This design comes from an exercise in tuning for small area and a short achievable clock period on the open sky130 flow, not from production work.
Where RTL was checked, it was by simulation tests only, not by an equivalence proof against the original.

==> inputs of job 7962 <==
## yuv422_to_rgb
module yuv422_to_rgb
(
    input       wire        clk     ,
    input       wire        cke     ,
    input       wire        yuv_hs  ,
    input       wire        yuv_vs  ,
    input       wire        yuv_de  ,
    input       wire [9 :0] yuv_y   ,
    input       wire [9 :0] yuv_c   ,
    output      wire        rgb_hs  ,
    output      wire        rgb_vs  ,
    output      wire        rgb_de  ,
    output      wire [23:0] rgb_dat
);
==> flow/config.mk <==
export PLATFORM = sky130hd
export DESIGN_NAME = yuv422_to_rgb
export DESIGN_NICKNAME = yuv422_to_rgb
export VERILOG_FILES = /design/flow/design.v
export SDC_FILE = /design/flow/constraint.sdc
export NUM_CORES = 4
export LEC_CHECK = 0
export ABC_AREA = 1
export CAP_MARGIN = 20
export CORE_MARGIN = 2
export CORE_UTILIZATION = 40
export SETUP_SLACK_MARGIN = 1.9
export SLEW_MARGIN = 20
==> flow/constraint.sdc <==
create_clock -name core_clock -period 4.5 [get_ports {clk}]
set_input_delay 0.9000 -clock core_clock [delete_from_list [all_inputs] [get_ports {clk}]]
set_output_delay 0.9000 -clock core_clock [all_outputs]
set_load 0.01 [all_outputs]
standard.sh (not shown) runs the stock make flow with config.mk's settings and CLKGATE_MAP_FILE= SYNTH_SCRIPT=/design/flow/synth_recipe.tcl, a recipe that flattens the netlist after the stock synthesis.
==> flow/flow/run.sh <==
#!/bin/bash
# Standard ORFS layout (the standard.sh) with changes that do not touch the design:
#  - ports are buffered with buf_2 instead of the default delay-cell choice
#  - CTS: no dummy load cells, chosen clock buffers and sink cluster size
set -o pipefail
export BUFFER_PORTS_ARGS="-buffer_cell sky130_fd_sc_hd__buf_2"
export CTS_ARGS="-sink_clustering_enable -repair_clock_nets -dont_use_dummy_load -buf_list sky130_fd_sc_hd__clkbuf_8 -sink_clustering_size 16 -sink_clustering_max_diameter 100"
bash standard.sh > standard.log 2>&1
==> inputs of job 3525, as changes to job 7962 <==
--- a/flow/design.v
+++ b/flow/design.v
@@ -15,17 +15,16 @@
 wire [7:0] y8 = yuv_y[9:2];
 wire [7:0] c8 = yuv_c[9:2];
 wire [7:0] y_cl = (y8[7:4] == 4'd0) ? 8'd16 : (y8 > 8'd235) ? 8'd235 : y8;
 wire [7:0] c_cl = (c8[7:4] == 4'd0) ? 8'd16 : (c8[7:4] == 4'd15) ? 8'd239 : c8;
 reg        cr;
 reg  [7:0] s1_y, cbuf, s2_y, p_u, p_v;
-reg [12:0] p_25u;      
 reg  [6:0] t_l;  reg t_c;  reg [8:0] t_h;
 reg  [9:0] p_l;  reg p_c;  reg [7:0] p_h;
-reg  [5:0] m_l;  reg m_c;  reg [6:0] m_h;
-reg  [7:0] s3_u;
+reg  [5:0] m_l;  reg [1:0] m_c;  reg [6:0] m_h;
+reg  [6:0] b_l;  reg b_c;  reg [8:0] b_h;
 reg  [9:0] r_h, g_h, b4_h;
 reg  [2:0] r_c;  reg [3:0] g_c;  reg [1:0] b4_c;
 reg  [7:0] s5_r, s5_g, s5_b, s6_r, s6_g, s6_b;
 reg  [2:0] sy1, sy2, sy3, sy4, sy5, sy6;
 wire [15:0] tyh;
 assign tyh[0] = 16'h0000 >> s2_y[7:4];
@@ -92,48 +91,40 @@
 assign tpl[12] = 16'h07c0 >> p_v[3:0];
 assign tpl[13] = 16'hf800 >> p_v[3:0];
 wire [7:0]  t_lo = tyh[6:0] + tyl[6:0];
 wire [8:0]  t_hi = tyh[15:7] + tyl[11:7];
 wire [10:0] p_lo = tph[9:0] + tpl[9:0];
 wire [7:0]  p_hi = tph[17:10] + tpl[13:10];
-wire [12:0] u25  = {cbuf, 4'b0000} + {cbuf, 3'b000} + cbuf;
-wire [6:0]  m_lo = p_v[5:0] + p_25u[5:0];
-wire [6:0]  m_hi = p_v[7:6] + p_25u[12:6];
+wire [7:0]  m_lo = p_v[5:0] + p_u[5:0] + {p_u[2:0], 3'b000} + {p_u[1:0], 4'b0000};
+wire [6:0]  m_hi = p_v[7:6] + p_u[7:6] + p_u[7:3] + p_u[7:2];
+wire [7:0]  b_lo = {1'b0, p_u[7:2]} + {p_u[5:0], 1'b0} + 7'd16;
+wire [8:0]  b_hi = {p_u, 1'b0} + p_u[7:6] - 9'd21;
 wire [11:0] r_lo = {t_l, 2'b00} + p_l + {p_c, t_c, 9'd0};
 wire [9:0]  r_hi = t_h + {p_h, 1'b0};
-wire [13:0] g_lo = {t_l, 3'b000} + {4'b0000, ~p_l} + {~m_l, 4'b0000} + {t_c, 10'd0} + {~p_c, 10'd0} + {~m_c, 10'd0} + 14'd2129;
-wire [9:0]  ga = {1'b0, t_h};
-wire [9:0]  gb = {2'b00, ~p_h};
-wire [9:0]  gm = {3'b000, ~m_h};
-wire [9:0]  gs1 = ga ^ gb ^ gm;
-wire [9:0]  gc1 = {(ga[8:0] & gb[8:0]) | (ga[8:0] & gm[8:0]) | (gb[8:0] & gm[8:0]), 1'b0};
-wire [9:0]  gk = 10'd20;
-wire [9:0]  gs2 = gs1 ^ gc1 ^ gk;
-wire [9:0]  gc2 = {(gs1[8:0] & gc1[8:0]) | (gs1[8:0] & gk[8:0]) | (gc1[8:0] & gk[8:0]), 1'b0};
-wire [9:0]  g_hi = gs2 + gc2;
-wire [8:0]  b4_lo = t_l + {1'b0, s3_u[7:2]} + {s3_u[5:0], 1'b0} + {t_c, 7'd0} + 7'd16;
-wire [9:0]  b4_hi = t_h + {s3_u, 1'b0} + s3_u[7:6] - 10'd21;
+wire [13:0] g_lo = {t_l, 3'b000} + {4'b0000, ~p_l} + {~m_l, 4'b0000} + {t_c, 10'd0} + {~p_c, 10'd0} + {~m_c, 10'd0} + 14'd81;
+wire [9:0]  g_hi = t_h + {2'b00, ~p_h} + {3'b000, ~m_h} + 10'd20;
+wire [8:0]  b4_lo = t_l + b_l + {b_c, 7'd0} + {t_c, 7'd0};
+wire [9:0]  b4_hi = t_h + b_h;
 function [7:0] sat;
     input [9:0] z;
     sat = z[9] ? 8'd255 : (z[8] ? z[7:0] : 8'd0);
 endfunction
 always @(posedge clk) begin
     if (cke) begin
         cr   <= yuv_de & ~cr;
         s1_y <= y_cl;
         if (yuv_de & ~cr) cbuf <= c_cl;
         if (yuv_de &  cr) begin
             p_u <= cbuf;
             p_v <= c_cl;
-            p_25u <= u25;
         end
         s2_y <= s1_y;
         t_l <= t_lo[6:0];  t_c <= t_lo[7];   t_h <= t_hi;
         p_l <= p_lo[9:0];  p_c <= p_lo[10];  p_h <= p_hi;
-        m_l <= m_lo[5:0];  m_c <= m_lo[6]; m_h <= m_hi;
-        s3_u <= p_u;
+        m_l <= m_lo[5:0];  m_c <= m_lo[7:6]; m_h <= m_hi;
+        b_l <= b_lo[6:0];  b_c <= b_lo[7];   b_h <= b_hi;
         r_h  <= r_hi;   r_c  <= r_lo[11:9];
         g_h  <= g_hi;   g_c  <= g_lo[13:10];
         b4_h <= b4_hi;  b4_c <= b4_lo[8:7];
         s5_r <= sat(r_h + r_c);
         s5_g <= sat(g_h + g_c);
         s5_b <= sat(b4_h + b4_c);
==> flow/run.sh (new file) <==
#!/bin/bash
# synth_recipe.tcl (not shown) runs the flow's synth.tcl, then flattens the netlist and writes it again
# the make line also repeats each setting of config.mk as NAME=value (left out here)
make -C /OpenROAD-flow-scripts/flow DESIGN_CONFIG=/design/flow/config.mk WORK_HOME=/design/flow/orfs CLKGATE_MAP_FILE= SYNTH_SCRIPT=/design/flow/synth_recipe.tcl finish
- ABC_AREA: 1 -> unset
- SETUP_SLACK_MARGIN: 1.9 -> 2.0
removed: flow/flow/run.sh
removed: flow/standard.sh
==> inputs of job 5743, as changes to job 7962 <==
--- a/flow/design.v
+++ b/flow/design.v
@@ -15,19 +15,18 @@
 wire [7:0] y8 = yuv_y[9:2];
 wire [7:0] c8 = yuv_c[9:2];
 wire [7:0] y_cl = (y8[7:4] == 4'd0) ? 8'd16 : (y8 > 8'd235) ? 8'd235 : y8;
 wire [7:0] c_cl = (c8[7:4] == 4'd0) ? 8'd16 : (c8[7:4] == 4'd15) ? 8'd239 : c8;
 reg        cr;
 reg  [7:0] s1_y, cbuf, s2_y, p_u, p_v;
-reg [12:0] p_25u;      
 reg  [6:0] t_l;  reg t_c;  reg [8:0] t_h;
 reg  [9:0] p_l;  reg p_c;  reg [7:0] p_h;
-reg  [5:0] m_l;  reg m_c;  reg [6:0] m_h;
+reg  [5:0] m_l;  reg [1:0] m_c;  reg [6:0] m_h;
 reg  [7:0] s3_u;
-reg  [9:0] r_h, g_h, b4_h;
-reg  [2:0] r_c;  reg [3:0] g_c;  reg [1:0] b4_c;
+reg  [7:0] s4_r, s4_b;
+reg  [9:0] g_h;  reg [3:0] g_c;
 reg  [7:0] s5_r, s5_g, s5_b, s6_r, s6_g, s6_b;
 reg  [2:0] sy1, sy2, sy3, sy4, sy5, sy6;
 wire [15:0] tyh;
 assign tyh[0] = 16'h0000 >> s2_y[7:4];
 assign tyh[1] = 16'h0000 >> s2_y[7:4];
 assign tyh[2] = 16'h0000 >> s2_y[7:4];
@@ -92,54 +91,42 @@
 assign tpl[12] = 16'h07c0 >> p_v[3:0];
 assign tpl[13] = 16'hf800 >> p_v[3:0];
 wire [7:0]  t_lo = tyh[6:0] + tyl[6:0];
 wire [8:0]  t_hi = tyh[15:7] + tyl[11:7];
 wire [10:0] p_lo = tph[9:0] + tpl[9:0];
 wire [7:0]  p_hi = tph[17:10] + tpl[13:10];
-wire [12:0] u25  = {cbuf, 4'b0000} + {cbuf, 3'b000} + cbuf;
-wire [6:0]  m_lo = p_v[5:0] + p_25u[5:0];
-wire [6:0]  m_hi = p_v[7:6] + p_25u[12:6];
-wire [11:0] r_lo = {t_l, 2'b00} + p_l + {p_c, t_c, 9'd0};
-wire [9:0]  r_hi = t_h + {p_h, 1'b0};
-wire [13:0] g_lo = {t_l, 3'b000} + {4'b0000, ~p_l} + {~m_l, 4'b0000} + {t_c, 10'd0} + {~p_c, 10'd0} + {~m_c, 10'd0} + 14'd2129;
-wire [9:0]  ga = {1'b0, t_h};
-wire [9:0]  gb = {2'b00, ~p_h};
-wire [9:0]  gm = {3'b000, ~m_h};
-wire [9:0]  gs1 = ga ^ gb ^ gm;
-wire [9:0]  gc1 = {(ga[8:0] & gb[8:0]) | (ga[8:0] & gm[8:0]) | (gb[8:0] & gm[8:0]), 1'b0};
-wire [9:0]  gk = 10'd20;
-wire [9:0]  gs2 = gs1 ^ gc1 ^ gk;
-wire [9:0]  gc2 = {(gs1[8:0] & gc1[8:0]) | (gs1[8:0] & gk[8:0]) | (gc1[8:0] & gk[8:0]), 1'b0};
-wire [9:0]  g_hi = gs2 + gc2;
-wire [8:0]  b4_lo = t_l + {1'b0, s3_u[7:2]} + {s3_u[5:0], 1'b0} + {t_c, 7'd0} + 7'd16;
-wire [9:0]  b4_hi = t_h + {s3_u, 1'b0} + s3_u[7:6] - 10'd21;
+wire [7:0]  m_lo = p_v[5:0] + p_u[5:0] + {p_u[2:0], 3'b000} + {p_u[1:0], 4'b0000};
+wire [6:0]  m_hi = p_v[7:6] + p_u[7:6] + p_u[7:3] + p_u[7:2];
+wire [19:0] r_sum = {1'b0, t_h, t_l, 2'b00} + {1'b0, p_h, p_l} + {t_c, 9'd0} + {p_c, 10'd0};
+wire [13:0] g_lo = {t_l, 3'b000} + {4'b0000, ~p_l} + {~m_l, 4'b0000} + {t_c, 10'd0} + {~p_c, 10'd0} + {~m_c, 10'd0} + 14'd81;
+wire [9:0]  g_hi = t_h + {2'b00, ~p_h} + {3'b000, ~m_h} + 10'd20;
+wire [16:0] b_sum = {t_h, t_l} + {t_c, 7'd0} + {s3_u, 2'b00, s3_u[7:2]} + {s3_u, 1'b0} + 17'd128400;
 function [7:0] sat;
     input [9:0] z;
     sat = z[9] ? 8'd255 : (z[8] ? z[7:0] : 8'd0);
 endfunction
 always @(posedge clk) begin
     if (cke) begin
         cr   <= yuv_de & ~cr;
         s1_y <= y_cl;
         if (yuv_de & ~cr) cbuf <= c_cl;
         if (yuv_de &  cr) begin
             p_u <= cbuf;
             p_v <= c_cl;
-            p_25u <= u25;
         end
         s2_y <= s1_y;
         t_l <= t_lo[6:0];  t_c <= t_lo[7];   t_h <= t_hi;
         p_l <= p_lo[9:0];  p_c <= p_lo[10];  p_h <= p_hi;
-        m_l <= m_lo[5:0];  m_c <= m_lo[6]; m_h <= m_hi;
+        m_l <= m_lo[5:0];  m_c <= m_lo[7:6]; m_h <= m_hi;
         s3_u <= p_u;
-        r_h  <= r_hi;   r_c  <= r_lo[11:9];
+        s4_r <= sat(r_sum[18:9]);
         g_h  <= g_hi;   g_c  <= g_lo[13:10];
-        b4_h <= b4_hi;  b4_c <= b4_lo[8:7];
-        s5_r <= sat(r_h + r_c);
+        s4_b <= sat(b_sum[16:7]);
+        s5_r <= s4_r;
         s5_g <= sat(g_h + g_c);
-        s5_b <= sat(b4_h + b4_c);
+        s5_b <= s4_b;
         s6_r <= s5_r; s6_g <= s5_g; s6_b <= s5_b;
         sy1 <= {yuv_hs, yuv_vs, yuv_de};
         sy2 <= sy1; sy3 <= sy2; sy4 <= sy3; sy5 <= sy4; sy6 <= sy5;
     end
 end
 assign {rgb_hs, rgb_vs, rgb_de} = sy6;
==> flow/flow/run.sh (replaced) <==
#!/bin/bash
# Standard ORFS layout (the standard.sh) with two changes:
#  - ports are buffered with buf_2 instead of the default delay-cell choice
#  - CTS inserts no dummy load cells
set -o pipefail
cp standard.sh standard_sh.txt
export BUFFER_PORTS_ARGS="-buffer_cell sky130_fd_sc_hd__buf_2"
export CTS_ARGS="-sink_clustering_enable -repair_clock_nets -dont_use_dummy_load"
bash standard.sh > standard.log 2>&1
- ABC_AREA: 1 -> unset
- SETUP_SLACK_MARGIN: 1.9 -> 1.6
==> inputs of job 9141, as changes to job 7962 <==
--- a/flow/design.v
+++ b/flow/design.v
@@ -15,17 +15,16 @@
 wire [7:0] y8 = yuv_y[9:2];
 wire [7:0] c8 = yuv_c[9:2];
 wire [7:0] y_cl = (y8[7:4] == 4'd0) ? 8'd16 : (y8 > 8'd235) ? 8'd235 : y8;
 wire [7:0] c_cl = (c8[7:4] == 4'd0) ? 8'd16 : (c8[7:4] == 4'd15) ? 8'd239 : c8;
 reg        cr;
 reg  [7:0] s1_y, cbuf, s2_y, p_u, p_v;
-reg [12:0] p_25u;      
 reg  [6:0] t_l;  reg t_c;  reg [8:0] t_h;
 reg  [9:0] p_l;  reg p_c;  reg [7:0] p_h;
-reg  [5:0] m_l;  reg m_c;  reg [6:0] m_h;
-reg  [7:0] s3_u;
+reg  [5:0] m_l;  reg [1:0] m_c;  reg [6:0] m_h;
+reg  [6:0] b_l;  reg b_c;  reg [8:0] b_h;
 reg  [9:0] r_h, g_h, b4_h;
 reg  [2:0] r_c;  reg [3:0] g_c;  reg [1:0] b4_c;
 reg  [7:0] s5_r, s5_g, s5_b, s6_r, s6_g, s6_b;
 reg  [2:0] sy1, sy2, sy3, sy4, sy5, sy6;
 wire [15:0] tyh;
 assign tyh[0] = 16'h0000 >> s2_y[7:4];
@@ -92,48 +91,40 @@
 assign tpl[12] = 16'h07c0 >> p_v[3:0];
 assign tpl[13] = 16'hf800 >> p_v[3:0];
 wire [7:0]  t_lo = tyh[6:0] + tyl[6:0];
 wire [8:0]  t_hi = tyh[15:7] + tyl[11:7];
 wire [10:0] p_lo = tph[9:0] + tpl[9:0];
 wire [7:0]  p_hi = tph[17:10] + tpl[13:10];
-wire [12:0] u25  = {cbuf, 4'b0000} + {cbuf, 3'b000} + cbuf;
-wire [6:0]  m_lo = p_v[5:0] + p_25u[5:0];
-wire [6:0]  m_hi = p_v[7:6] + p_25u[12:6];
+wire [7:0]  m_lo = p_v[5:0] + p_u[5:0] + {p_u[2:0], 3'b000} + {p_u[1:0], 4'b0000};
+wire [6:0]  m_hi = p_v[7:6] + p_u[7:6] + p_u[7:3] + p_u[7:2];
+wire [7:0]  b_lo = {1'b0, p_u[7:2]} + {p_u[5:0], 1'b0} + 7'd16;
+wire [8:0]  b_hi = {p_u, 1'b0} + p_u[7:6] - 9'd21;
 wire [11:0] r_lo = {t_l, 2'b00} + p_l + {p_c, t_c, 9'd0};
 wire [9:0]  r_hi = t_h + {p_h, 1'b0};
-wire [13:0] g_lo = {t_l, 3'b000} + {4'b0000, ~p_l} + {~m_l, 4'b0000} + {t_c, 10'd0} + {~p_c, 10'd0} + {~m_c, 10'd0} + 14'd2129;
-wire [9:0]  ga = {1'b0, t_h};
-wire [9:0]  gb = {2'b00, ~p_h};
-wire [9:0]  gm = {3'b000, ~m_h};
-wire [9:0]  gs1 = ga ^ gb ^ gm;
-wire [9:0]  gc1 = {(ga[8:0] & gb[8:0]) | (ga[8:0] & gm[8:0]) | (gb[8:0] & gm[8:0]), 1'b0};
-wire [9:0]  gk = 10'd20;
-wire [9:0]  gs2 = gs1 ^ gc1 ^ gk;
-wire [9:0]  gc2 = {(gs1[8:0] & gc1[8:0]) | (gs1[8:0] & gk[8:0]) | (gc1[8:0] & gk[8:0]), 1'b0};
-wire [9:0]  g_hi = gs2 + gc2;
-wire [8:0]  b4_lo = t_l + {1'b0, s3_u[7:2]} + {s3_u[5:0], 1'b0} + {t_c, 7'd0} + 7'd16;
-wire [9:0]  b4_hi = t_h + {s3_u, 1'b0} + s3_u[7:6] - 10'd21;
+wire [13:0] g_lo = {t_l, 3'b000} + {4'b0000, ~p_l} + {~m_l, 4'b0000} + {t_c, 10'd0} + {~p_c, 10'd0} + {~m_c, 10'd0} + 14'd81;
+wire [9:0]  g_hi = t_h + {2'b00, ~p_h} + {3'b000, ~m_h} + 10'd20;
+wire [8:0]  b4_lo = t_l + b_l + {b_c, 7'd0} + {t_c, 7'd0};
+wire [9:0]  b4_hi = t_h + b_h;
 function [7:0] sat;
     input [9:0] z;
     sat = z[9] ? 8'd255 : (z[8] ? z[7:0] : 8'd0);
 endfunction
 always @(posedge clk) begin
     if (cke) begin
         cr   <= yuv_de & ~cr;
         s1_y <= y_cl;
         if (yuv_de & ~cr) cbuf <= c_cl;
         if (yuv_de &  cr) begin
             p_u <= cbuf;
             p_v <= c_cl;
-            p_25u <= u25;
         end
         s2_y <= s1_y;
         t_l <= t_lo[6:0];  t_c <= t_lo[7];   t_h <= t_hi;
         p_l <= p_lo[9:0];  p_c <= p_lo[10];  p_h <= p_hi;
-        m_l <= m_lo[5:0];  m_c <= m_lo[6]; m_h <= m_hi;
-        s3_u <= p_u;
+        m_l <= m_lo[5:0];  m_c <= m_lo[7:6]; m_h <= m_hi;
+        b_l <= b_lo[6:0];  b_c <= b_lo[7];   b_h <= b_hi;
         r_h  <= r_hi;   r_c  <= r_lo[11:9];
         g_h  <= g_hi;   g_c  <= g_lo[13:10];
         b4_h <= b4_hi;  b4_c <= b4_lo[8:7];
         s5_r <= sat(r_h + r_c);
         s5_g <= sat(g_h + g_c);
         s5_b <= sat(b4_h + b4_c);
- ABC_AREA: 1 -> unset
- SETUP_SLACK_MARGIN: 1.9 -> 1.6
==> flow_summary.ini <==
[run_status]
status = no timing/DRC/antenna violations

[timing]
period_share_pct = 61.82

[critical_path]
slowest_stage = edfxtp_1
reg2reg_from = m_h[1]

[finish]
clkbuf_count = 28

[placement]
place_area_um2 = 13610

[yosys]
syn-num-nets = 1229
yosysMostFrequentCell = edfxtp_1

[power]
leakage_uw = 0.006519

[floorplanning]
tap_cells = 396
The numbers above come from job 3525.

==> flow_summary.ini <==
[run_status]
status = no timing/DRC/antenna violations

[power]
leakage_uw = 0.006586

[floorplanning]
tap_cells = 442

[timing]
period_share_pct = 56.69

[critical_path]
reg2reg_from = s2_y[0]

[placement]
place_area_um2 = 13860

[yosys]
syn-num-nets = 1476
The numbers above come from job 7962.

==> flow_summary.ini <==
[run_status]
status = no timing/DRC/antenna violations

[timing]
period_share_pct = 63.33

[power]
leakage_uw = 0.005947

[critical_path]
reg2reg_from = t_h[1]

[yosys]
yosysMostFrequentCell = edfxtp_1
syn-num-nets = 1229

[finish]
clkbuf_count = 17

[placement]
place_area_um2 = 13230
The numbers above come from job 9141.

==> flow_summary.ini <==
[critical_path]
reg2reg_from = t_h[2]
slowest_stage = edfxtp_1

[yosys]
yosysMostFrequentCell = edfxtp_1
syn-num-nets = 1235

[power]
leakage_uw = 0.006197

[run_status]
status = no timing/DRC/antenna violations

[finish]
clkbuf_count = 17

[timing]
period_share_pct = 67.03

[floorplanning]
tap_cells = 390

[placement]
place_area_um2 = 12920
The numbers above come from job 5743.

Function not checked in job 7962 and job 5743: the RTL went through the layout flow alone.

## separate check: timing with driven ports
How much do the figures lean on ideal ports? The routed layouts below were timed once more, with nothing changed but the port constraints.
Step 1 assumes that a clkbuf_16 drives the clock port and a buf_2 every other input.
Step 2 adds t to the input delays and takes it off the output delays; t is the mean of the earliest and latest rising clock arrival at the registers after step 1. Input paths then give back, and output paths get back, about the clock's delay inside the block.
a / b / c = ideal / step 1 / step 2; a / b = the first two.
run | t, ns | slack for setup (ns) | worst setup path at the end | slew at the worst register clock pin (ns) | worst slew at a driven data input, ns
job 7962 | 0.553 | 1.949 / 1.949 / 1.949 | register to register | 0.11 / 0.11 | 0.04
job 3525 | 0.565 | 1.718 / 1.718 / 1.718 | register to register | 0.07 / 0.07 | 0.05
job 5743 | 0.472 | 1.483 / 1.483 / 1.483 | register to register | 0.08 / 0.08 | 0.04
job 9141 | 0.547 | 1.650 / 1.650 / 1.650 | register to register | 0.11 / 0.11 | 0.03
After both steps every run listed still meets setup and hold.
